Source: an optimization exercise on an open RTL-to-GDS flow (aim: small area). Production flows keep margins and buffers that such runs may drop. In this exercise RTL edits were held to simulation tests only and were not proved equivalent to the original. In every run shown here, the design's own scripts or RTL, not TritonCTS, make the clock network. No driver is modelled on the clock port, so clock power and skew are understated where the tree is cut down; a real chip needs a root buffer or a tree. Power and IR drop assume default switching activity.

==> design.v <==
module ALU_DESIGN #(parameter DW = 8, CW = 4)(INP_VALID,OPA,OPB,CIN,CLK,RST,CMD,CE,MODE,COUT,OFLOW,RES,G,E,L,ERR);
  input [DW-1:0] OPA,OPB;
  input CLK,RST,CE,MODE,CIN;
  input [CW-1:0] CMD;
  input [1:0] INP_VALID;
  output reg [DW:0] RES;
  output COUT;
  output OFLOW;
  output G;
  output E;
  output L;
  output reg ERR;
  reg [7:0] A, B;
  reg [3:0] C;
  reg       VA, VB;
  reg [4:0] W;
  reg [8:0] P;
  reg [2:0] F;
  assign COUT  = F[0] & ~F[2];
  assign OFLOW = F[1] & ~F[2];
  assign G     = F[0] & F[2];
  assign L     = F[1] & F[2];
  assign E     = F[2] & ~F[0] & ~F[1];
  always @(posedge CLK) begin
    if (INP_VALID[0]) A <= OPA;
    if (INP_VALID[1]) B <= OPB;
    if (|INP_VALID)   C <= CMD;
    if (RST) begin
      VA <= 1'b0;
      VB <= 1'b0;
      W  <= 5'd0;
    end else begin
      if (INP_VALID[0]) VA <= 1'b1;
      if (INP_VALID[1]) VB <= 1'b1;
      if (|INP_VALID) W <= 5'd0;
      else if ((VA ^ VB) && !W[4]) W <= W + 5'd1;
    end
  end
  wire both = VA & VB;
  wire tmo  = !RST && W[4] && ((INP_VALID == 2'b01 && VB) || (INP_VALID == 2'b10 && VA));
  wire [15:0] k = 16'd1 << C;
  wire am = MODE;
  wire lm = !MODE;
  wire selB = k[6] | k[7] | k[10] | k[11];
  wire yB   = k[0] | k[1] | k[2] | k[3] | k[8];
  wire yI   = k[1] | k[3] | k[5] | k[7] | k[8];
  wire cin  = k[0] ? 1'b0 : k[1] ? 1'b1 : k[2] ? CIN : k[3] ? ~CIN :
              (k[4] | k[6] | k[9]);
  wire [7:0] X = selB ? B : A;
  wire [7:0] Y = ({8{yB}} & B) ^ {8{yI}};
  wire [8:0] cc;
  wire [7:0] sum;
  assign cc[0] = cin;
  genvar i;
  generate for (i = 0; i < 8; i = i + 1) begin : add
    fa_m f(.a(X[i]), .b(Y[i]), .c(cc[i]), .s(sum[i]), .co(cc[i+1]));
  end endgenerate
  wire cy = cc[8];
  wire allff = &sum;
  wire lt = ~cy & ~(allff & ~cin);
  wire s9 = C[0];
  wire [7:0] U = s9 ? A + 8'd1 : {A[6:0], 1'b0};
  wire [7:0] V = B + {7'd0, s9};
  wire [8:0] prod;
  wire mp0_0 = U[0] & V[0];
  wire mp0_1 = U[0] & V[1];
  wire mp0_2 = U[0] & V[2];
  wire mp0_3 = U[0] & V[3];
  wire mp0_4 = U[0] & V[4];
  wire mp0_5 = U[0] & V[5];
  wire mp0_6 = U[0] & V[6];
  wire mp0_7 = U[0] & V[7];
  wire mp1_0 = U[1] & V[0];
  wire mp1_1 = U[1] & V[1];
  wire mp1_2 = U[1] & V[2];
  wire mp1_3 = U[1] & V[3];
  wire mp1_4 = U[1] & V[4];
  wire mp1_5 = U[1] & V[5];
  wire mp1_6 = U[1] & V[6];
  wire mp1_7 = U[1] & V[7];
  wire mp2_0 = U[2] & V[0];
  wire mp2_1 = U[2] & V[1];
  wire mp2_2 = U[2] & V[2];
  wire mp2_3 = U[2] & V[3];
  wire mp2_4 = U[2] & V[4];
  wire mp2_5 = U[2] & V[5];
  wire mp2_6 = U[2] & V[6];
  wire mp3_0 = U[3] & V[0];
  wire mp3_1 = U[3] & V[1];
  wire mp3_2 = U[3] & V[2];
  wire mp3_3 = U[3] & V[3];
  wire mp3_4 = U[3] & V[4];
  wire mp3_5 = U[3] & V[5];
  wire mp4_0 = U[4] & V[0];
  wire mp4_1 = U[4] & V[1];
  wire mp4_2 = U[4] & V[2];
  wire mp4_3 = U[4] & V[3];
  wire mp4_4 = U[4] & V[4];
  wire mp5_0 = U[5] & V[0];
  wire mp5_1 = U[5] & V[1];
  wire mp5_2 = U[5] & V[2];
  wire mp5_3 = U[5] & V[3];
  wire mp6_0 = U[6] & V[0];
  wire mp6_1 = U[6] & V[1];
  wire mp6_2 = U[6] & V[2];
  wire mp7_0 = U[7] & V[0];
  wire mp7_1 = U[7] & V[1];
  wire ms1, mc1;
  ha_m u1(.a(mp0_1), .b(mp1_0), .s(ms1), .co(mc1));
  wire ms2, mc2;
  fa_m u2(.a(mp1_1), .b(mp0_2), .c(mp2_0), .s(ms2), .co(mc2));
  wire ms3, mc3;
  ha_m u3(.a(mc1), .b(ms2), .s(ms3), .co(mc3));
  wire ms4, mc4;
  fa_m u4(.a(mp1_2), .b(mp2_1), .c(mp0_3), .s(ms4), .co(mc4));
  wire ms5, mc5;
  fa_m u5(.a(mp3_0), .b(mc2), .c(ms4), .s(ms5), .co(mc5));
  wire ms6, mc6;
  ha_m u6(.a(mc3), .b(ms5), .s(ms6), .co(mc6));
  wire ms7, mc7;
  fa_m u7(.a(mp2_2), .b(mp1_3), .c(mp3_1), .s(ms7), .co(mc7));
  wire ms8, mc8;
  fa_m u8(.a(mp0_4), .b(mp4_0), .c(mc4), .s(ms8), .co(mc8));
  wire ms9, mc9;
  fa_m u9(.a(ms7), .b(mc5), .c(ms8), .s(ms9), .co(mc9));
  wire ms10, mc10;
  ha_m u10(.a(mc6), .b(ms9), .s(ms10), .co(mc10));
  wire ms11, mc11;
  fa_m u11(.a(mp2_3), .b(mp3_2), .c(mp1_4), .s(ms11), .co(mc11));
  wire ms12, mc12;
  fa_m u12(.a(mp4_1), .b(mp0_5), .c(mp5_0), .s(ms12), .co(mc12));
  wire ms13, mc13;
  fa_m u13(.a(mc7), .b(ms11), .c(ms12), .s(ms13), .co(mc13));
  wire ms14, mc14;
  fa_m u14(.a(mc8), .b(ms13), .c(mc9), .s(ms14), .co(mc14));
  wire ms15, mc15;
  ha_m u15(.a(mc10), .b(ms14), .s(ms15), .co(mc15));
  wire ms16, mc16;
  fa_m u16(.a(mp3_3), .b(mp2_4), .c(mp4_2), .s(ms16), .co(mc16));
  wire ms17, mc17;
  fa_m u17(.a(mp1_5), .b(mp5_1), .c(mp0_6), .s(ms17), .co(mc17));
  wire ms18, mc18;
  fa_m u18(.a(mp6_0), .b(mc11), .c(ms16), .s(ms18), .co(mc18));
  wire ms19, mc19;
  fa_m u19(.a(mc12), .b(ms17), .c(ms18), .s(ms19), .co(mc19));
  wire ms20, mc20;
  fa_m u20(.a(mc13), .b(ms19), .c(mc14), .s(ms20), .co(mc20));
  wire ms21, mc21;
  ha_m u21(.a(mc15), .b(ms20), .s(ms21), .co(mc21));
  wire ms22, mc22;
  fa_m u22(.a(mp3_4), .b(mp4_3), .c(mp2_5), .s(ms22), .co(mc22));
  wire ms23, mc23;
  fa_m u23(.a(mp5_2), .b(mp1_6), .c(mp6_1), .s(ms23), .co(mc23));
  wire ms24, mc24;
  fa_m u24(.a(mp0_7), .b(mp7_0), .c(mc16), .s(ms24), .co(mc24));
  wire ms25, mc25;
  fa_m u25(.a(ms22), .b(mc17), .c(ms23), .s(ms25), .co(mc25));
  wire ms26, mc26;
  fa_m u26(.a(mc18), .b(ms24), .c(ms25), .s(ms26), .co(mc26));
  wire ms27, mc27;
  fa_m u27(.a(mc19), .b(ms26), .c(mc20), .s(ms27), .co(mc27));
  wire ms28, mc28;
  ha_m u28(.a(mc21), .b(ms27), .s(ms28), .co(mc28));
  wire mx29;
  xo_m u29(.a(mp4_4), .b(mp3_5), .y(mx29));
  wire mx30;
  xo_m u30(.a(mp5_3), .b(mp2_6), .y(mx30));
  wire mx31;
  xo_m u31(.a(mp6_2), .b(mp1_7), .y(mx31));
  wire mx32;
  xo_m u32(.a(mp7_1), .b(mx29), .y(mx32));
  wire mx33;
  xo_m u33(.a(mx30), .b(mc22), .y(mx33));
  wire mx34;
  xo_m u34(.a(mx31), .b(mc23), .y(mx34));
  wire mx35;
  xo_m u35(.a(mx32), .b(mx33), .y(mx35));
  wire mx36;
  xo_m u36(.a(mc24), .b(mx34), .y(mx36));
  wire mx37;
  xo_m u37(.a(mx35), .b(mc25), .y(mx37));
  wire mx38;
  xo_m u38(.a(mx36), .b(mx37), .y(mx38));
  wire mx39;
  xo_m u39(.a(mc26), .b(mx38), .y(mx39));
  wire mx40;
  xo_m u40(.a(mx39), .b(mc27), .y(mx40));
  wire mx41;
  xo_m u41(.a(mx40), .b(mc28), .y(mx41));
  assign prod = {mx41, ms28, ms21, ms15, ms10, ms6, ms3, ms1, mp0_0};
  wire [2:0] amt = (lm & (k[8] | k[10])) ? 3'd7 :
                   (lm & (k[9] | k[11])) ? 3'd1 :
                   k[13] ? (3'd0 - B[2:0]) : B[2:0];
  wire [7:0] r1 = amt[0] ? {X[6:0], X[7]} : X;
  wire [7:0] r2 = amt[1] ? {r1[5:0], r1[7:6]} : r1;
  wire shr = lm & (k[8] | k[10]);
  wire shl = lm & (k[9] | k[11]);
  wire useR = lm & (C[3] & ~(C[2] & C[1]));
  wire hi = useR & amt[2], lo = useR & ~amt[2];
  wire [7:0] rv = (({8{hi}} & {r2[3:0], r2[7:4]}) | ({8{lo}} & r2)) & {~shr, 6'b111111, ~shl};
  wire [3:0] lut = {4{lm}} & {k[0] | k[2] | k[5],
                               k[1] | k[2] | k[4] | k[7],
                               k[1] | k[2] | k[4] | k[6],
                               k[1] | k[3] | k[5] | k[6] | k[7]};
  wire [7:0] lv;
  generate for (i = 0; i < 8; i = i + 1) begin : g
    assign lv[i] = lut[{A[i], B[i]}];
  end endgenerate
  wire useS = am & (k[0] | k[1] | k[2] | k[3] | k[4] | k[5] | k[6] | k[7]);
  wire useP = am & (k[9] | k[10]);
  wire [8:0] res_n = ({9{useS}} & {cy ^ yI, sum}) | ({9{useP}} & P) | {1'b0, lv | rv};
  wire step = CE & (RST | both);
  wire mul  = am & (k[9] | k[10]);
  wire hold = ~step;
  wire ld   = step & ~RST;
  always @(posedge CLK) begin
    RES  <= ({9{hold}} & RES) | ({9{ld}} & res_n);
    F[0] <= (hold & F[0]) | (ld & am & (k[0] | k[2] | k[8]) & cy);
    F[1] <= (hold & F[1]) | (ld & am & (k[1] | k[3] | k[8]) & lt);
    F[2] <= (hold & F[2]) | (ld & am & k[8]);
    ERR  <= tmo | (hold & ERR) | (ld & lm & k[12] & (|B[7:4]));
    if (step) begin
      if (RST) P <= 9'd0;
      else if (mul) P <= prod;
    end
  end
endmodule
module fa_m(input a, input b, input c, output s, output co);
  assign s = a ^ b ^ c;
  assign co = (a & b) | (a & c) | (b & c);
endmodule
module ha_m(input a, input b, output s, output co);
  assign s = a ^ b;
  assign co = a & b;
endmodule
module xo_m(input a, input b, output y);
  assign y = a ^ b;
endmodule
==> flow/run.sh <==
#!/bin/bash
# Own layout flow: the standard ORFS flow (standard.sh), with three changes:
#  - synthesis maps logic with an area-only ABC script (flow/abc_area.script);
#    everything else in synthesis, including flip-flop mapping, is the standard one;
#  - every input and output port still gets a buffer, but a buf_1 one;
#  - the clock tree is four clkbuf_8, each driving a group of flip-flops
#    straight from the clock port (flow/cts_flat.tcl, run as the CTS step's
#    pre-hook, replaces the H-tree builder).
# Each step's full output goes to a log file in the work folder.
set -euo pipefail
W="$(pwd)"
S="SYNTH_SCRIPT=$W/flow/synth_area.tcl"
bash standard.sh "$S" synth > "$W/log_synth.txt" 2>&1
bash standard.sh "$S" "BUFFER_PORTS_ARGS=-buffer_cell sky130_fd_sc_hd__buf_1" "PRE_CTS_TCL=$W/flow/cts_flat.tcl" finish > "$W/log_layout.txt" 2>&1
==> flow/abc_area.script <==
strash
&get -n
&deepsyn -T 30
&put
dch -f
amap
topo
==> flow/cts_flat.tcl <==
# Clock tree for this small design: the flip-flops are split by position into
# four groups, and each group gets one clkbuf_8, placed at its centre and
# driven straight from the clock port. So the port drives four buffer pins and
# every flip-flop sits one buffer from the port. This replaces TritonCTS's
# H-tree (a root buffer and four leaf buffers) in the standard CTS step; the rest
# of that step (legalization, timing repair) runs as usual.
rename clock_tree_synthesis orfs_clock_tree_synthesis_unused
proc clock_tree_synthesis {args} {
  set k 4
  set block [ord::get_db_block]
  set dbu [$block getDbUnitsPerMicron]
  set net [$block findNet CLK]
  set pins {}
  foreach it [$net getITerms] {
    lassign [[$it getInst] getLocation] x y
    lappend pins [list [$it getInst] [$it getMTerm] $x $y]
  }
  # k-means on the sink positions, seeded with sinks spread along x
  set sorted [lsort -real -index 2 $pins]
  set n [llength $sorted]
  set cent {}
  for {set c 0} {$c < $k} {incr c} {
    set p [lindex $sorted [expr {int(($c + 0.5) * $n / $k)}]]
    lappend cent [list [lindex $p 2] [lindex $p 3]]
  }
  for {set iter 0} {$iter < 20} {incr iter} {
    set groups {}
    for {set c 0} {$c < $k} {incr c} { lappend groups {} }
    foreach p $pins {
      set best 0
      set bd 1e30
      for {set c 0} {$c < $k} {incr c} {
        lassign [lindex $cent $c] cx cy
        set d [expr {abs([lindex $p 2] - $cx) + abs([lindex $p 3] - $cy)}]
        if {$d < $bd} { set bd $d; set best $c }
      }
      lset groups $best [concat [lindex $groups $best] [list $p]]
    }
    set cent {}
    foreach g $groups {
      set sx 0.0; set sy 0.0
      foreach p $g { set sx [expr {$sx + [lindex $p 2]}]; set sy [expr {$sy + [lindex $p 3]}] }
      set m [expr {max(1, [llength $g])}]
      lappend cent [list [expr {$sx / $m}] [expr {$sy / $m}]]
    }
  }
  for {set c 0} {$c < $k} {incr c} {
    set g [lindex $groups $c]
    if {[llength $g] == 0} { continue }
    set loads {}
    foreach p $g {
      lappend loads [sta::find_pin "[[lindex $p 0] getName]/[[lindex $p 1] getName]"]
    }
    lassign [lindex $cent $c] cx cy
    puts "flat clock tree: group $c, [llength $g] sinks, buffer at ([expr {$cx / $dbu}], [expr {$cy / $dbu}])"
    insert_buffer -buffer_cell sky130_fd_sc_hd__clkbuf_8 -net CLK -load_pins $loads \
      -location [list [expr {$cx / $dbu}] [expr {$cy / $dbu}]] -buffer_name clkbuf_leaf
  }
  foreach inst [$block getInsts] {
    if {[string match clkbuf_leaf* [$inst getName]]} {
      foreach pin {A X} { [[$inst findITerm $pin] getNet] setSigType CLOCK }
      puts "flat clock tree: [$inst getName] drives [llength [[[$inst findITerm X] getNet] getITerms]] pins"
    }
  }
  set_propagated_clock [all_clocks]
}
==> flow/synth_area.tcl <==
# Standard synthesis (synth_recipe.tcl), except that the final ABC mapping uses
# an area-only script without a delay target.
set ::own_flow_dir [file dirname [file normalize [info script]]]
proc abc {args} {
  set i [lsearch -exact $args -script]
  if {$i >= 0} {
    set args [lreplace $args [expr {$i + 1}] [expr {$i + 1}] [file join $::own_flow_dir abc_area.script]]
  }
  set j [lsearch -exact $args -D]
  if {$j >= 0} { set args [lreplace $args $j [expr {$j + 1}]] }
  yosys abc {*}$args
}
source [file join [file dirname $::own_flow_dir] synth_recipe.tcl]
==> standard.sh <==
#!/bin/bash
# synth_recipe.tcl (not shown) runs the flow's synth.tcl, then flattens the netlist and writes it again
# the make line also repeats each setting of config.mk as NAME=value (left out here)
make -C /OpenROAD-flow-scripts/flow DESIGN_CONFIG=/design/flow/config.mk WORK_HOME=/design/flow/orfs CLKGATE_MAP_FILE= SYNTH_SCRIPT=/design/flow/synth_recipe.tcl "${@:-finish}"
==> config.mk <==
export PLATFORM = sky130hd
export DESIGN_NAME = ALU_DESIGN
export DESIGN_NICKNAME = ALU_DESIGN
export VERILOG_FILES = /design/flow/design.v
export SDC_FILE = /design/flow/constraint.sdc
export NUM_CORES = 4
export LEC_CHECK = 0
export ABC_AREA = 1
export CAP_MARGIN = 0
export CORE_MARGIN = 2
export CORE_UTILIZATION = 40
export GPL_TIMING_DRIVEN = 0
export SLEW_MARGIN = 0
export SYNTH_HIERARCHICAL = 1
export SYNTH_MINIMUM_KEEP_SIZE = 0
==> constraint.sdc <==
create_clock -name core_clock -period 6.0 [get_ports {CLK}]
set_input_delay 1.2000 -clock core_clock [delete_from_list [all_inputs] [get_ports {CLK}]]
set_output_delay 1.2000 -clock core_clock [all_outputs]
set_load 0.01 [all_outputs]
==> flow_summary.toml, run 1 <==
[status]
status = "finished clean"

[final_layout]
nets = 567
diodes = 0
layout_commonest_cell = "nor2_1"
final_cell_count_no_fill = 625
drive_gt1_frac = 0.02621
final_cell_mix = "nor2_1, clkinv_1, buf_1"
syn2layout_area_growth_pct = 10.95

[setup_path]
cp.required_ns = 6.01
cp_max_fo = 13
setup.worst_path.end_class = "flip-flop"
critical_path_class = "reg -> reg"
cp.arrival_ns = 5.85
startpoint_type = "flip-flop"

[global_route]
gr-total-overflow = 0
grt_max_degree = 17
grt_first_pass_wirelength_mm = 17.44
grt_usage = 0.2145
first_global_vias = 3330
antenna_found_initial = 0

[min_path]
hp-class = "reg -> reg"

[synthesis]
yosysSeqAreaShare = 0.3332
syn-num-nets = 516
synth_cells = 447
ys_async_sr_fraction = 0
ys_ff_latch = 49
ys_types = 34
avgSynthCellArea_um2 = 8.534
synth_top_flop_cell = "edfxtp_1"
syn_area_um2 = 3815
synth_edf_count = 29
synth_top_area_share = 0.2283
yosysWarnings = 7
synth_area_leaders = "edfxtp_1, fa_1, dfxtp_1"
yosys.area.top_type = "edfxtp_1"

[sta]
fin_hold_ws_ns = 0.4537
worst-slew-pin-transition_ns = 1.186
min_period_over_period = 0.9739
fmax_mhz = 171.1
relSlewSlack = 0.2034
report.final.slew_viol_count = 0
fin_setup_tns_ns = 0
finalSetupViolations = 0
clock_skew_ns = 0.01724
min_period_ns = 5.843
hold_violations = 0

[routing]
drt_pre_antenna_iters = 5
post_drt_wl_per_cell_um = 17.08
viasPerCell = 5.661
drc = 0
vias = 3538
drtAntennaViolNets = 0
wirelength_mm = 10.67
drt_first_iter_violations = 292

[place]
dpl.cell_count = 618
dp_hpwl_mm = 8.460
gp_congestion = 0.9811
port_buffers = 41

[clock_tree]
clk_pin_slew_worst_paths_ns = 0.08
insertion_delay_ns = 0.14
hold_buffers = 0

[power_and_ir_drop]
p_per_area_nw_per_um2 = 274.0
leakage_uw = 0.001498
ir_worst_vdd_mv = 0.1954

[die]
core_um2 = 9240
ioPinCount = 42
dieArea_um2 = 10330
fp.dieH_um = 101.7
row_count = 35
die_w_um = 101.7
start_util = 0.4129

[run]
maxCapViolCount = 0
## state kept, by name (all words and copies together), names as in the netlist
register and cells:
VA 1, A 8, RES 9, B 8, VB 1, F 3, P 9, ERR 1
W 5, C 4
## per-layer routing
metal  share of wire  vias up  track usage  routed length (µm)
met4           0.024        0      0.05613                 251
met1            0.47     1637       0.3213                5001
met2            0.45      152       0.3376                4787
met3           0.059       19      0.01311                 633
li1                -     1730            -                   -
met5               0        -            0                   0
## cell type report, without the clock buffers
| type | count | area [µm²] |
|---|---|---|
| multi-input combinational | 351 | 2384 |
| tap | 129 | 161.4 |
| timing repair buffer | 45 | 183.9 |
| fill | 932 | 5007 |
| sequential | 49 | 1271 |
| inverter | 47 | 177.7 |
## cells in the mapped netlist, types with 7 or more instances
| library cell | count |
|---|---|
| nor2_1 | 105 |
| clkinv_1 | 47 |
| a21oi_1 | 33 |
| o21ai_0 | 30 |
| o22ai_1 | 30 |
| edfxtp_1 | 29 |
| fa_1 | 29 |
| dfxtp_1 | 20 |
| nand2_1 | 19 |
| nor3_1 | 16 |
| a22oi_1 | 14 |
| ha_1 | 13 |
| nor2b_1 | 10 |
| o22a_1 | 8 |
| nor4_1 | 7 |
| o221ai_1 | 7 |
## stage by stage
| stage | area (µm²) | power (µW) | utilization | setup WS, ns |
|---|---|---|---|---|
| detailed placement | 4144 | 1023 | 0.4485 | -0.04308 |
| global route | 4233 | 1274 | 0.4581 | -0.006159 |
| global placement | 4130 | 1009 | 0.4470 | -0.09782 |
| floorplan | 3815 | 863.8 | - | 0.8052 |
| finish | 4233 | 1160 | 0.4581 | 0.1568 |
| CTS | 4200 | 1164 | 0.4546 | 0.04400 |
## timing repair
action / 4_1_cts / 5_1_grt
gates resized for setup: 2 / 3
setup endpoints to repair: 2 / 3
buffers inserted: 0 / 3
## worst max-delay path, stage by stage, from the launching register on
cell and delay [ns]:
edfxtp_1 0.46, clkinv_2 0.20, nor2_1 0.14, nor2_1 0.26, clkinv_1 0.16, a22oi_1 0.28
o32ai_1 0.18, fa_1 0.40, fa_1 0.39, fa_1 0.39, fa_1 0.39, fa_1 0.39
fa_1 0.39, fa_1 0.41, fa_1 0.52, a22oi_1 0.27, o311a_1 0.28, o21a_1 0.14
o21ai_0 0.06
## final timing paths
kind | start | endpoint | slack [ns] | depth (start not counted)
hold reg to reg | RES[7] | RES[7] | 0.45 | 2
setup / recovery | C[0] | RES[7] | 0.16 | 18
hold / removal | RES[7] | RES[7] | 0.45 | 2
setup reg to reg | C[0] | RES[7] | 0.16 | 18
## kinds of logic after synthesis
| kind of cell | synth area share |
|---|---|
| AO/OA/AOI/OAI | 0.2365 |
| adder cells (fa/ha/maj) | 0.1948 |
| buffers and inverters | 0.04624 |
| flip-flops | 0.3332 |
| AND/OR/NAND/NOR | 0.1892 |
## per-module statistics from Yosys (local to each module, per instance)
module	cell area (µm²)	flops+latches
xo_m	8.758	0
fa_m	20.02	0
ALU_DESIGN	3033	49
ha_m	12.51	0
## report_power, final
group | switching [µW] | internal (µW) | total, µW
Combinational | 345 | 244 | 588
Sequential | 30.9 | 401 | 432
Clock | 78.5 | 61.0 | 140
==> inputs of run 2 (changes only) <==
--- a/design.v
+++ b/design.v
@@ -42,5 +42,5 @@
   wire am = MODE;
   wire lm = !MODE;
-  wire selB = k[6] | k[7] | k[10] | k[11];
+  wire selB = k[6] | k[7];
   wire yB   = k[0] | k[1] | k[2] | k[3] | k[8];
   wire yI   = k[1] | k[3] | k[5] | k[7] | k[8];
@@ -189,17 +189,7 @@
   xo_m u41(.a(mx40), .b(mc28), .y(mx41));
   assign prod = {mx41, ms28, ms21, ms15, ms10, ms6, ms3, ms1, mp0_0};
-  wire [2:0] amt = (lm & (k[8] | k[10])) ? 3'd7 :
-                   (lm & (k[9] | k[11])) ? 3'd1 :
-                   k[13] ? (3'd0 - B[2:0]) : B[2:0];
-  wire [7:0] r1 = amt[0] ? {X[6:0], X[7]} : X;
-  wire [7:0] r2 = amt[1] ? {r1[5:0], r1[7:6]} : r1;
-  wire shr = lm & (k[8] | k[10]);
-  wire shl = lm & (k[9] | k[11]);
-  wire useR = lm & (C[3] & ~(C[2] & C[1]));
-  wire hi = useR & amt[2], lo = useR & ~amt[2];
-  wire [7:0] rv = (({8{hi}} & {r2[3:0], r2[7:4]}) | ({8{lo}} & r2)) & {~shr, 6'b111111, ~shl};
-  wire [3:0] lut = {4{lm}} & {k[0] | k[2] | k[5],
-                               k[1] | k[2] | k[4] | k[7],
-                               k[1] | k[2] | k[4] | k[6],
+  wire [3:0] lut = {4{lm}} & {k[0] | k[2] | k[5] | k[8] | k[9] | k[10] | k[11] | k[12] | k[13],
+                               k[1] | k[2] | k[4] | k[7] | k[8] | k[9] | k[12] | k[13],
+                               k[1] | k[2] | k[4] | k[6] | k[10] | k[11],
                                k[1] | k[3] | k[5] | k[6] | k[7]};
   wire [7:0] lv;
@@ -207,7 +197,17 @@
     assign lv[i] = lut[{A[i], B[i]}];
   end endgenerate
+  wire [2:0] amt = (k[8] | k[10]) ? 3'd7 :
+                   (k[9] | k[11]) ? 3'd1 :
+                   k[13] ? (3'd0 - B[2:0]) :
+                   k[12] ? B[2:0] : 3'd0;
+  wire [7:0] r1 = amt[0] ? {lv[6:0], lv[7]} : lv;
+  wire [7:0] r2 = amt[1] ? {r1[5:0], r1[7:6]} : r1;
+  wire shr = k[8] | k[10];
+  wire shl = k[9] | k[11];
+  wire hi = amt[2], lo = ~amt[2];
+  wire [7:0] rv = (({8{hi}} & {r2[3:0], r2[7:4]}) | ({8{lo}} & r2)) & {~shr, 6'b111111, ~shl};
   wire useS = am & (k[0] | k[1] | k[2] | k[3] | k[4] | k[5] | k[6] | k[7]);
   wire useP = am & (k[9] | k[10]);
-  wire [8:0] res_n = ({9{useS}} & {cy ^ yI, sum}) | ({9{useP}} & P) | {1'b0, lv | rv};
+  wire [8:0] res_n = ({9{useS}} & {cy ^ yI, sum}) | ({9{useP}} & P) | {1'b0, rv};
   wire step = CE & (RST | both);
   wire mul  = am & (k[9] | k[10]);
==> run 2 against run 1 <==
Net effect:
- still clean on timing, DRC and antenna
- fmax increased by 2.0%
- utilization decreased by 0.67 points
- global-route usage decreased by 1.9 points
- via count decreased by 3.0%
- setup slack improved by 0.11 ns
- die area decreased by 1.2%
- combinational power increased by 3.4%
- critical path depth decreased by 2
- first-iteration DRC count decreased by 9.2%
- sequential power increased by 2%
- synthesized area decreased by 1.2%
- critical endpoint is now F[1]
- largest power group unchanged
==> flow_summary.toml, run 2 <==
[die]
dieArea_um2 = 10210
die_w_um = 101.1
fp.dieH_um = 101.1
start_util = 0.4097
row_count = 35
core_um2 = 9196
ioPinCount = 42

[sta]
min_period_ns = 5.730
rsz0062_at_grt = "no"
finalSetupViolations = 0
min_period_over_period = 0.9549
report.final.slew_viol_count = 0
clock_skew_ns = 0.03685
hold_violations = 0
fin_ws_ns = 0.2705
fin_setup_tns_ns = 0
worst-slew-pin-transition_ns = 1.054
relSlewSlack = 0.2899
fmax_mhz = 174.5

[synthesis]
synth_edf_count = 29
yosysMostFrequentCell = "nor2_1"
ys_types = 35
yosysWarnings = 7
syn-num-nets = 495
synth_top_area_share = 0.2312
synth_area_leaders = "edfxtp_1, fa_1, dfxtp_1"
ys_async_sr_fraction = 0
synth_cells = 426
yosys-top-cells-count = "nor2_1, clkinv_1, edfxtp_1, fa_1, a21oi_1"
synth_top_flop_cell = "edfxtp_1"
yosysSeqAreaShare = 0.3374
syn_area_um2 = 3767
ys_ff_latch = 49
avgSynthCellArea_um2 = 8.844
yosys.area.top_type = "edfxtp_1"

[routing]
viasPerCell = 5.858
post_drt_wl_per_cell_um = 16.78
vias = 3433
drtAntennaViolNets = 0
drc = 0
drt_first_iter_violations = 265
drt_pre_antenna_iters = 5
wirelength_mm = 9.833

[final_layout]
final_cell_mix = "nor2_1, clkinv_1, buf_1"
drive_gt1_frac = 0.02105
syn2layout_area_growth_pct = 10.20
top_regs = "P: 9 flops, RES: 9 flops"
nets = 546
fin_area_um2 = 4151
layout_commonest_cell = "nor2_1"
nFillCells = 944
diodes = 0

[setup_path]
reg2reg_depth = 16
path_common_cell = "fa_1"
path_cells = "clkinv_1, nor3_1, nand2_1, o21ai_0, o22a_1, fa_1, fa_1, fa_1, fa_1, fa_1, fa_1, fa_1, fa_1, nand4_1, o311ai_0, o22ai_1"
critical_path_class = "reg -> reg"
worstSetupStartpoint = "C[3]"
reg2reg_from = "C[3]"
cp_slowest_cell = "fa_1"
setup.worst_path.end_class = "flip-flop"
cp.required_ns = 5.99
startpoint_type = "flip-flop"
cp_slowest_stage_delay_ns = 0.57
cp.arrival_ns = 5.72
cp_max_fo = 11

[run]
maxCapViolCount = 0

[min_path]
hp-class = "reg -> reg"
hp-start = "W[3]"
hold-path-cell-count = 2

[power_and_ir_drop]
leakage_uw = 0.001469
ir_worst_vdd_mv = 0.1799
p_per_area_nw_per_um2 = 285.5

[clock_tree]
clk_pin_slew_worst_paths_ns = 0.08
hold_buffers = 0
insertion_delay_ns = 0.16

[place]
port_buffers = 41
pre_cts_ws_ns = 0.07529
placed_cell_area_um2 = 4068
dp_hpwl_mm = 7.799
gp_congestion = 0.9260

[global_route]
gr-total-overflow = 0
grt_max_degree = 19
grt_first_pass_wirelength_mm = 15.90
grt_usage = 0.1951
antenna_found_initial = 0
first_global_vias = 3235

[status]
status = "finished clean"
-- run 2: cell types whose count changed after synthesis, moves of 6 or more --
cell | before | now
nor2_1 | 105 | 96
a22oi_1 | 14 | 1
a31oi_1 | 0 | 6
o21ai_0 | 30 | 23
or2_0 | 3 | 9
a222oi_1 | 0 | 8
-- run 2: area by class of cell, without the clock buffers --
| cell class | instances | area, µm² | share of cell area |
|---|---|---|---|
| Timing Repair Buffer | 45 | 183.9 | 0.04430 |
| Inverter | 48 | 183.9 | 0.04430 |
| Tap cell | 111 | 138.9 | 0.03345 |
| Multi-Input combinational cell | 329 | 2318 | 0.5585 |
| Sequential cell | 49 | 1271 | 0.3062 |
-- run 2: where the power goes --
group          internal (µW)  switching [µW]
logic                    252             356
registers                406            32.6
clock network           61.0            76.7
-- run 2: worst paths after layout --
check               to  slack (ns)
setup / recovery  F[1]        0.27
hold / removal    W[3]        0.46
setup reg to reg  F[1]        0.27
hold reg to reg   W[3]        0.46
-- run 2: cell families (layout without fill, tap and decap cells) --
logic type      Yosys count  count (layout)  share of synthesized area
flops                    49              49                     0.3374
buf+inv                  48              97                    0.04782
fa+ha+maj                42              42                     0.1973
compound gates          132             132                     0.2395
simple gates            155             155                     0.1780
-- run 2: stage by stage --
step                utilization  std cells  total power (µW)  hold slack [ns]
floorplan                     -        426             866.8           0.4288
global placement         0.4415        578              1029           0.4402
detailed placement       0.4423        579              1047           0.4476
finish                   0.4514        586              1185           0.4558
global route             0.4514        586              1296           0.5030
CTS                      0.4483        583              1187           0.4593
-- run 2: routing by layer --
layer	track usage	vias to the layer above	part of all wire
met5	0	-	0
met4	0.05509	0	0.033
met3	0.02150	21	0.065
met2	0.3306	120	0.47
met1	0.2641	1620	0.44
li1	-	1672	-
-- run 2: modules after synthesis, one instance, submodules excluded --
module,times used,cell area [µm²],cells,flops+latches
ALU_DESIGN,1,2985,364,49
fa_m,29,20.02,1,0
ha_m,7,12.51,1,0
xo_m,13,8.758,2,0
-- run 2: what timing repair did --
item                       4_1_cts  5_1_grt
setup buffers                    0        3
resized for setup                0        2
setup endpoints to repair        0        3
-- run 2: worst max-delay path: cells and delay by family (launching register included) --
| family | cells | cell delay (ns) |
|---|---|---|
| DFF | 1 | 0.56 |
| and+or+nand+nor | 3 | 0.31 |
| adders and majority gates | 8 | 3.28 |
| buffers and inverters | 1 | 0.21 |
| AOI/OAI and AO/OA | 4 | 1.23 |
==> inputs of run 3 (changes only) <==
--- a/design.v
+++ b/design.v
@@ -14,5 +14,5 @@
   reg [3:0] C;
   reg       VA, VB;
-  reg [4:0] W;
+  reg [4:0] W;   
   reg [8:0] P;
   reg [2:0] F;
@@ -29,14 +29,14 @@
       VA <= 1'b0;
       VB <= 1'b0;
-      W  <= 5'd0;
+      W  <= 5'd1;
     end else begin
       if (INP_VALID[0]) VA <= 1'b1;
       if (INP_VALID[1]) VB <= 1'b1;
-      if (|INP_VALID) W <= 5'd0;
-      else if ((VA ^ VB) && !W[4]) W <= W + 5'd1;
+      if (|INP_VALID) W <= 5'd1;
+      else if ((VA ^ VB) && W != 5'd24) W <= {W[3:0], W[4] ^ W[2]};
     end
   end
   wire both = VA & VB;
-  wire tmo  = !RST && W[4] && ((INP_VALID == 2'b01 && VB) || (INP_VALID == 2'b10 && VA));
+  wire tmo  = !RST && (W == 5'd24) && ((INP_VALID == 2'b01 && VB) || (INP_VALID == 2'b10 && VA));
   wire [15:0] k = 16'd1 << C;
   wire am = MODE;
@@ -220,8 +220,5 @@
     F[2] <= (hold & F[2]) | (ld & am & k[8]);
     ERR  <= tmo | (hold & ERR) | (ld & lm & k[12] & (|B[7:4]));
-    if (step) begin
-      if (RST) P <= 9'd0;
-      else if (mul) P <= prod;
-    end
+    P    <= ({9{~(step & (RST | mul))}} & P) | ({9{ld & mul}} & prod);
   end
 endmodule
--- a/config.mk
+++ b/config.mk
@@ -10,5 +10,5 @@
 export CORE_MARGIN = 2
 export CORE_UTILIZATION = 40
-export GPL_TIMING_DRIVEN = 0
+export GPL_TIMING_DRIVEN = 1
 export SLEW_MARGIN = 0
 export SYNTH_HIERARCHICAL = 1
==> run 3 against run 2 <==
Net effect:
- combinational power fell by 11%
- synthesized area fell by 3.2%
- synthesized cell count rose by 0.94%
- clock skew fell by 0.014 ns
- via count rose by 1.2%
- sequential power fell by 12%
- final cell count rose by 0.68%
- sequential share of layout area fell by 1.4 points
- clock power barely moved
- power fell by 9.5%
- highest routed layer unchanged
==> flow_summary.toml, run 3 <==
[routing]
viasPerCell = 5.886
drtAntennaViolNets = 0
vias = 3473
drc = 0
wirelength_mm = 9.806
drt_first_iter_violations = 393
drt_pre_antenna_iters = 6
post_drt_wl_per_cell_um = 16.62

[die]
die_w_um = 99.51
ioPinCount = 42
start_util = 0.4163
fp.dieH_um = 99.51
row_count = 34
dieArea_um2 = 9901
core_um2 = 8763

[sta]
fin_setup_tns_ns = 0
relSlewSlack = 0.2645
rsz0062_at_grt = "no"
fin_hold_ws_ns = 0.4866
report.final.slew_viol_count = 0
min_period_over_period = 0.8901
clock_skew_ns = 0.02296
worst-slew-pin-transition_ns = 1.103
hold_violations = 0
finalSetupViolations = 0
min_period_ns = 5.341
fmax_mhz = 187.2

[synthesis]
avgSynthCellArea_um2 = 8.485
yosysSeqAreaShare = 0.3237
yosysWarnings = 7
synth_edf_count = 20
yosysMostFrequentCell = "nor2_1"
yosys-top-cells-count = "nor2_1, clkinv_1, o22ai_1, nand2_1"
synth_top_area_share = 0.1646
synth_cells = 430
syn-num-nets = 498
synth_area_leaders = "edfxtp_1, dfxtp_1, fa_1"
yosys.area.top_type = "edfxtp_1"
ys_async_sr_fraction = 0
synth_top_flop_cell = "dfxtp_1"
ys_ff_latch = 49
syn_area_um2 = 3648
ys_types = 33

[setup_path]
setup.worst_path.end_class = "flip-flop"
startpoint_type = "input pin"
cp_max_fo = 3
cp_top_family = "adder cells"
cp_slowest_stage_delay_ns = 0.47
path_common_cell = "fa_1"
cp_num_buf_inv = 3
cp_slowest_cell = "fa_1"
cp.required_ns = 6.02
critical_path_class = "in -> reg"
path_cells = "buf_1, clkinv_1, a21oi_1, o41ai_1, fa_1, fa_1, fa_1, fa_1, fa_1, fa_1, fa_1, fa_1, clkinv_1, o221ai_1, a221o_1"
cp.arrival_ns = 5.36

[final_layout]
drive_gt1_frac = 0.02282
final_cell_mix = "nor2_1, clkinv_1, buf_1"
utilization = 0.4616
diodes = 0
syn2layout_area_growth_pct = 10.87
final_cell_count_no_fill = 590
nets = 552
top_regs = "P: 9 flops, RES: 9 flops"
layout_commonest_cell = "nor2_1"

[status]
status = "finished clean"

[power_and_ir_drop]
p_per_area_nw_per_um2 = 265.0
total_power_uw = 1072
ir_worst_vdd_mv = 0.1730
leakage_uw = 0.001468

[place]
dpl.cell_count = 586
gp_congestion = 0.9551
port_buffers = 41
dp_hpwl_mm = 8.013

[clock_tree]
insertion_delay_ns = 0.15
cts_resized = 0
hold_buffers = 0
cts_setup_buffers = 0
clk_pin_slew_worst_paths_ns = 0.09

[global_route]
grt_max_degree = 17
gr-total-overflow = 0
grt_usage = 0.2022
grt_first_pass_wirelength_mm = 16.39
antenna_found_initial = 0
first_global_vias = 3213

[min_path]
hp-class = "reg -> reg"

[run]
maxCapViolCount = 0
[run 3: changes by cell type after synthesis, sizes merged, moves of 6 or more]
cell / before / now
nor2b: 9 / 0
clkinv: 48 / 57
o22a: 12 / 1
a221oi: 1 / 14
or2: 9 / 2
dfxtp: 20 / 29
nor3: 15 / 7
edfxtp: 29 / 20
o22ai: 25 / 37
nand2: 14 / 36
a32o: 0 / 6
[run 3: layout make-up, without the clock buffers]
type | count | area [µm²]
multi-input cells | 324 | 2253
flip-flops and latches | 49 | 1181
fillers | 863 | 4718
repair buffers | 48 | 206.4
well taps | 108 | 135.1
inverters | 57 | 214.0
[run 3: kinds of logic after synthesis]
group	after synthesis	share of synthesized area
compound gates	134	0.2521
fa+ha+maj	41	0.2003
flops	49	0.3237
buf+inv	57	0.05864
simple gates	149	0.1653
[run 3: final timing paths]
path	from	endpoint	slack, ns	depth (start not counted)
worst max-delay path	CIN	RES[7]	0.66	15
worst min-delay path	P[0]	P[0]	0.49	2
worst max register to register	C[2]	RES[7]	0.68	16
worst min register to register	P[0]	P[0]	0.49	2
[run 3: worst min-delay path: stages (launching register included)]
cell and delay (ns):
dfxtp_1 0.33, clkinv_1 0.05, o32ai_1 0.06
[run 3: modules after synthesis, one instance, submodules excluded]
module,copies in the design,cell area [µm²],flops+latches
fa_m,29,20.02,0
xo_m,13,8.758,0
ALU_DESIGN,1,2866,49
ha_m,7,12.51,0
[run 3: layer usage]
| metal | part of all wire | vias to the layer above | track usage |
|---|---|---|---|
| met5 | 0 | - | 0 |
| met1 | 0.48 | 1610 | 0.3154 |
| met3 | 0.067 | 18 | 0.01546 |
| met4 | 0.020 | 0 | 0.03161 |
| li1 | - | 1697 | - |
| met2 | 0.44 | 148 | 0.3139 |
[run 3: power breakdown]
| group | internal [µW] | switching, µW |
|---|---|---|
| registers | 368 | 19.5 |
| logic | 213 | 330 |
| clock network | 61.1 | 80.4 |
| total | 642 | 430 |
[run 3: metrics by stage]
step / instance area (µm²) / setup WS [ns]
floorplan: 3649 / 0.7358
global placement: 3990 / 0.6011
detailed placement: 3990 / 0.5732
CTS: 4045 / 0.7169
global route: 4045 / 0.4334
finish: 4045 / 0.6592
==> inputs of run 4 (changes only) <==
--- a/config.mk
+++ b/config.mk
@@ -10,5 +10,5 @@
 export CORE_MARGIN = 2
 export CORE_UTILIZATION = 40
-export GPL_TIMING_DRIVEN = 1
+export GPL_TIMING_DRIVEN = 0
 export SLEW_MARGIN = 0
 export SYNTH_HIERARCHICAL = 1
==> run 4 against run 3 <==
Net effect:
- still clean on timing, DRC and antenna
- global-route usage down 0.78 points
- hold slack worse by 0.0042 ns
- final area down 1.2%
- critical path depth up 1
- sequential power about the same
- critical path type is now reg -> reg
==> flow_summary.toml, run 4 <==
[status]
status = "finished clean"

[synthesis]
ys_types = 33
yosysWarnings = 7
yosys.area.top_type = "edfxtp_1"
synthXorXnorAreaFrac = 0
synth_top_family_by_area = "compound AO/OA/AOI/OAI gates"
synth_top_area_share = 0.1646
synth_top_flop_cell = "dfxtp_1"
synth-compound-area-share = 0.2521
syn_area_um2 = 3648
synth_edf_count = 20
ys_async_sr_fraction = 0
ys_ff_latch = 49
synth_area_leaders = "edfxtp_1, dfxtp_1, fa_1"
syn-num-nets = 498
synth_cells = 430
yosys-top-cells-count = "nor2_1, clkinv_1, o22ai_1, nand2_1"
synth_simple_gate_area_share = 0.1653
synthAdderAreaFrac = 0.2003
synth_mux_area_frac = 0
avgSynthCellArea_um2 = 8.485
yosysSeqAreaShare = 0.3237
yosysMostFrequentCell = "nor2_1"

[routing]
drt_first_iter_violations = 367
viasPerCell = 5.875
post_drt_wl_per_cell_um = 16.46
drc = 0
drt_pre_antenna_iters = 5
wirelength_mm = 9.599
vias = 3425
drtAntennaViolNets = 0

[clock_tree]
hold_buffers = 0
clk_pin_slew_worst_paths_ns = 0.08
insertion_delay_ns = 0.15
cts_setup_buffers = 0

[final_layout]
nets = 545
final_cell_mix = "nor2_1, clkinv_1, buf_1"
top_regs = "P: 9 flops, RES: 9 flops"
final_cell_count_no_fill = 583
drive_gt1_frac = 0.01263
utilization = 0.4560
syn2layout_area_growth_pct = 9.534
fin_area_um2 = 3996
layout_commonest_cell = "nor2_1"
diodes = 0

[setup_path]
setup.worst_path.end_class = "flip-flop"
cp.arrival_ns = 5.74
reg2reg_depth = 16
r2r_end = "RES[7]"
reg2reg_from = "C[0]"
cp.required_ns = 6.03
startpoint_type = "flip-flop"
critical_path_class = "reg -> reg"
reg2reg_slack_ns = 0.30
cp_max_fo = 14

[die]
core_um2 = 8763
ioPinCount = 42
row_count = 34
die_w_um = 99.51
start_util = 0.4163
fp.dieH_um = 99.51
dieArea_um2 = 9901

[global_route]
gr-total-overflow = 0
first_global_vias = 3194
antenna_found_initial = 0
grt_first_pass_wirelength_mm = 15.90
grt_usage = 0.1944
grt_max_degree = 17

[power_and_ir_drop]
p_switching_uw = 433.6
p_per_area_nw_per_um2 = 268.2
ir_worst_vdd_mv = 0.1395
combPwrFrac = 0.503
p_int_uw = 638.2
switching_share = 0.4046
p_clk_frac = 0.134
seqPwrFrac = 0.363
leakage_uw = 0.001436

[sta]
report.final.slew_viol_count = 0
min_period_over_period = 0.9507
clock_skew_ns = 0.01636
fmax_mhz = 175.3
rsz0062_at_grt = "no"
hold_violations = 0
worst-slew-pin-transition_ns = 1.126
relSlewSlack = 0.2495
finalSetupViolations = 0
min_period_ns = 5.704

[min_path]
min_to = "W[2]"
hp-class = "reg -> reg"
hp-start = "W[1]"
hold-path-cell-count = 2

[place]
port_buffers = 41
placed_cell_area_um2 = 3938
gp_congestion = 0.9373
dpl.cell_count = 579
dp_hpwl_mm = 7.688

[run]
maxCapViolCount = 0
[run 4: cell types whose count changed in the layout (fill, tap and decap cells not counted), sizes merged]
cell,before,now
buf,48,41
[run 4: layout make-up, without the clock buffers]
cell class                      instances  area [µm²]
Tap cell                              108       135.1
Multi-Input combinational cell        324        2256
Inverter                               57       215.2
Sequential cell                        49        1181
Fill cell                             884        4767
Timing Repair Buffer                   41       153.9
[run 4: metrics by stage]
| step | TNS (ns) | hold slack [ns] | worst slack [ns] | total power (µW) |
|---|---|---|---|---|
| after floorplan | 0 | 0.4385 | 0.7358 | 772.5 |
| after global placement | -0.009150 | 0.4614 | -0.009150 | 932.0 |
| after detailed placement | -0.08958 | 0.4704 | -0.05223 | 938.4 |
| after CTS | 0 | 0.4816 | 0.1404 | 1079 |
| after global routing | 0 | 0.5083 | 0.009046 | 1171 |
| final | 0 | 0.4824 | 0.2959 | 1072 |
[run 4: worst max path at each step]
stage,from,end,slack (ns)
4_1_cts,C[0],RES[8],0.14
3_5_place_dp,C[0],RES[8],-0.05
5_1_grt,C[0],RES[8],0.009
6_report,C[0],RES[7],0.30
2_1_floorplan,C[0],RES[7],0.74
3_3_place_gp,C[0],RES[7],-0.009
[run 4: cell families after synthesis]
family                     count (synthesis)
AOI/OAI and AO/OA                        134
DFF                                       49
buffers and inverters                     57
and+or+nand+nor                          149
adders and majority gates                 41
[run 4: per-layer routing]
layer	up-vias	routed length, µm	global-route usage	part of all wire
met5	-	0	0	0
met4	0	191	0.03793	0.020
met3	15	792	0.02460	0.083
met2	160	4114	0.3015	0.43
met1	1570	4501	0.2939	0.47
li1	1680	-	-	-
[run 4: per-module statistics from Yosys (local to each module, per instance)]
module | copies in the design | cells | flip-flops and latches | area [µm²]
ALU_DESIGN | 1 | 368 | 49 | 2866
fa_m | 29 | 1 | 0 | 20.02
xo_m | 13 | 2 | 0 | 8.758
ha_m | 7 | 1 | 0 | 12.51
[run 4: worst max-delay path: stages (launching register included)]
cell	delay (ns)
edfxtp_1	0.66
clkinv_2	0.34
nand3_1	0.19
nor2_1	0.09
nor2_2	0.34
o22ai_1	0.16
fa_1	0.43
fa_1	0.39
fa_1	0.38
fa_1	0.38
fa_1	0.39
fa_1	0.40
fa_1	0.40
fa_1	0.51
clkinv_1	0.07
o221ai_1	0.12
a221o_1	0.32
[run 4: power by group through the flow]
| stage | Clock (µW) | Sequential (µW) | Combinational [µW] |
|---|---|---|---|
| floorplan | 0 | 392 | 381 |
| finish | 144 | 389 | 539 |
| global route | 162 | 392 | 617 |
| global placement | 0 | 396 | 536 |
| CTS | 145 | 389 | 546 |
| detailed placement | 0 | 396 | 542 |
[run 4: what timing repair did]
action                                  in CTS  in global routing
cloned                                       0                  0
endpoints found under the setup margin       2                  2
gates resized for setup                      1                  1
==> inputs of run 5 (changes only) <==
--- a/config.mk
+++ b/config.mk
@@ -9,5 +9,5 @@
 export CAP_MARGIN = 0
 export CORE_MARGIN = 2
-export CORE_UTILIZATION = 40
+export CORE_UTILIZATION = 55
 export GPL_TIMING_DRIVEN = 0
 export SLEW_MARGIN = 0
==> run 5 against run 4 <==
Net effect:
- routed wire length is 2.4% lower
- sequential share of layout area grew 0.29 points
- via count up 1.3%
- power is essentially flat
- global-route usage is 7.4 points higher
- sequential power barely moved
- highest routed layer unchanged
==> flow_summary.toml, run 5 <==
[status]
status = "finished clean"

[setup_path]
reg2reg_slack_ns = 0.24
cp_top_family = "adder cells"
startpoint_type = "flip-flop"
cp.arrival_ns = 5.77
reg2reg_from = "C[0]"
critical_path_class = "reg -> reg"
cp_slowest_cell = "edfxtp_1"
crit_path_end = "RES[8]"
setup.worst_path.end_class = "flip-flop"
cp_slowest_stage_delay_ns = 0.66
cp_num_cells = 17
reg2reg_depth = 17
r2r_end = "RES[8]"
cp.required_ns = 6.01
cp_num_buf_inv = 2
cp_max_fo = 14
path_common_cell = "fa_1"
worstSetupStartpoint = "C[0]"
path_cells = "clkinv_2, nand3_1, nor2_1, nor2_2, o22ai_1, fa_1, fa_1, fa_1, fa_1, fa_1, fa_1, fa_1, fa_1, nand2_1, nand2b_1, a222oi_1, clkinv_1"

[power_and_ir_drop]
p_int_uw = 640.9
leakage_uw = 0.001436
p_per_area_nw_per_um2 = 270.9
ir_worst_vdd_mv = 0.2239
p_switching_uw = 431.1
combPwrFrac = 0.511
p_clk_frac = 0.126
switching_share = 0.4021
seqPwrFrac = 0.363

[sta]
rsz0062_at_grt = "no"
report.final.slew_viol_count = 0
hold_violations = 0
relSlewSlack = 0.2148
min_period_ns = 5.763
clock_skew_ns = 0.02612
min_period_over_period = 0.9604
worst-slew-pin-transition_ns = 1.178
fmax_mhz = 173.5
fin_setup_tns_ns = 0
finalSetupViolations = 0

[die]
core_um2 = 6386
start_util = 0.5713
row_count = 29
die_w_um = 85.45
fp.dieH_um = 85.45
ioPinCount = 42
dieArea_um2 = 7301

[clock_tree]
insertion_delay_ns = 0.15
clk_pin_slew_worst_paths_ns = 0.09
hold_buffers = 0
cts_setup_buffers = 0

[final_layout]
fin_area_um2 = 3958
nets = 545
top_regs = "P: 9 flops, RES: 9 flops"
multiInputGateArea_um2 = 2256
diodes = 0
final_cell_mix = "nor2_1, clkinv_1, buf_1"
syn2layout_area_growth_pct = 8.471
drive_gt1_frac = 0.01263
layout_commonest_cell = "nor2_1"
nFillCells = 580
seqCellArea_um2 = 1181

[synthesis]
synth_edf_count = 20
synth_top_area_share = 0.1646
syn_area_um2 = 3648
ys_async_sr_fraction = 0
syn-num-nets = 498
yosys-top-cells-count = "nor2_1, clkinv_1, o22ai_1, nand2_1"
ys_ff_latch = 49
yosysSeqAreaShare = 0.3237
avgSynthCellArea_um2 = 8.485
synth_top_flop_cell = "dfxtp_1"
synth_cells = 430
yosys.area.top_type = "edfxtp_1"
synth_area_leaders = "edfxtp_1, dfxtp_1, fa_1"
ys_types = 33
yosysMostFrequentCell = "nor2_1"
yosysWarnings = 7

[global_route]
grt_first_pass_wirelength_mm = 15.89
first_global_vias = 3278
antenna_found_initial = 0
gr-total-overflow = 0
grt_max_degree = 19
grt_usage = 0.2687

[routing]
drt_pre_antenna_iters = 6
drtAntennaViolNets = 0
vias = 3470
drc = 0
drt_first_iter_violations = 370
post_drt_wl_per_cell_um = 16.97
viasPerCell = 6.286
wirelength_mm = 9.370

[place]
gp_congestion = 0.8994
placed_cell_area_um2 = 3899
port_buffers = 41
dp_hpwl_mm = 7.514

[run]
maxCapViolCount = 0

[min_path]
hp-class = "reg -> reg"
==> run 5: routing by layer <==
| layer | global-route usage | vias up | share of wire |
|---|---|---|---|
| li1 | - | 1686 | - |
| met1 | 0.3999 | 1618 | 0.46 |
| met2 | 0.4240 | 150 | 0.44 |
| met3 | 0.03696 | 16 | 0.073 |
| met4 | 0.05051 | 0 | 0.020 |
| met5 | 0 | - | 0 |
==> run 5: how the worst min path moves through the flow <==
stage,from,to,cells after the start
2_1_floorplan,P[7],P[7],2
3_3_place_gp,RES[8],RES[8],2
3_5_place_dp,RES[8],RES[8],2
4_1_cts,W[3],W[4],2
5_1_grt,W[3],W[4],2
6_report,W[3],W[4],2
==> run 5: cell families after synthesis <==
logic type	count (synthesis)	share of synthesized area
buffers and inverters	57	0.05864
AO/OA/AOI/OAI	134	0.2521
AND/OR/NAND/NOR	149	0.1653
flip-flops	49	0.3237
adder cells (fa/ha/maj)	41	0.2003
==> run 5: Yosys stat by module, one instance, submodules excluded <==
module | copies in the design | cells
ALU_DESIGN | 1 | 368
ha_m | 7 | 1
xo_m | 13 | 2
fa_m | 29 | 1
==> run 5: final cells by class, without the clock buffers <==
class                      instances  share of cell area
multi-input combinational        324              0.5700
sequential                        49              0.2984
inverter                          57             0.05438
timing repair buffer              41             0.03889
tap                               77             0.02434
==> run 5: worst min-delay path, cell delays in order (launching register included) <==
cell	delay, ns
dfxtp_1	0.32
clkinv_1	0.06
o22ai_1	0.07
==> run 5: repair_timing <==
action	in CTS	in global routing
resized for setup	1	1
setup endpoints to repair	2	2
pin swaps	0	0
==> run 5: power by group through the flow <==
stage | registers, µW | logic, µW | clock network [µW]
2_1_floorplan | 392 | 381 | 0
3_3_place_gp | 396 | 523 | 0
3_5_place_dp | 396 | 534 | 0
4_1_cts | 389 | 538 | 138
5_1_grt | 392 | 627 | 152
6_report | 389 | 548 | 135
==> run 5: per-stage QoR <==
stage | total power (µW) | instances | hold WS, ns | util | worst slack, ns
after CTS | 1065 | 552 | 0.4789 | 0.6193 | 0.1588
after global placement | 918.3 | 548 | 0.4553 | 0.6105 | 0.002058
after global routing | 1171 | 552 | 0.5019 | 0.6197 | 0.001614
after floorplan | 772.5 | 430 | 0.4385 | - | 0.7358
final | 1072 | 552 | 0.4781 | 0.6197 | 0.2375
after detailed placement | 930.9 | 548 | 0.4671 | 0.6105 | -0.01728

## what the ideal ports hide
Ports are ideal in the flow. The routed layouts listed here were re-timed in OpenROAD. Step 1, drivers: a clkbuf_16 drives CLK and a buf_2 each remaining input, both assumed. Step 2 adds t to the input delays and takes it off the output delays; t is the mean of the earliest and latest rising clock arrival at the registers after step 1. Input paths then give back, and output paths get back, about the clock's delay inside the block. Slacks: ideal ports / drivers / drivers and shift; pairs: ideal ports / drivers.
| run | t (ns) | setup slack, ns | clock arrival spread, ns |
|---|---|---|---|
| run 1 | 0.203 | 0.157 / 0.157 / 0.157 | 0.017 / 0.017 |
| run 2 | 0.208 | 0.270 / 0.270 / 0.270 | 0.037 / 0.037 |
| run 3 | 0.201 | 0.659 / 0.684 / 0.497 | 0.024 / 0.024 |
| run 4 | 0.197 | 0.296 / 0.296 / 0.296 | 0.016 / 0.016 |
| run 5 | 0.206 | 0.237 / 0.237 / 0.237 | 0.026 / 0.027 |
After both steps setup and hold are still met in every run listed. The setup slack of run 3, which loses most, moves by +0.025 ns with the drivers and by -0.162 ns with both steps.
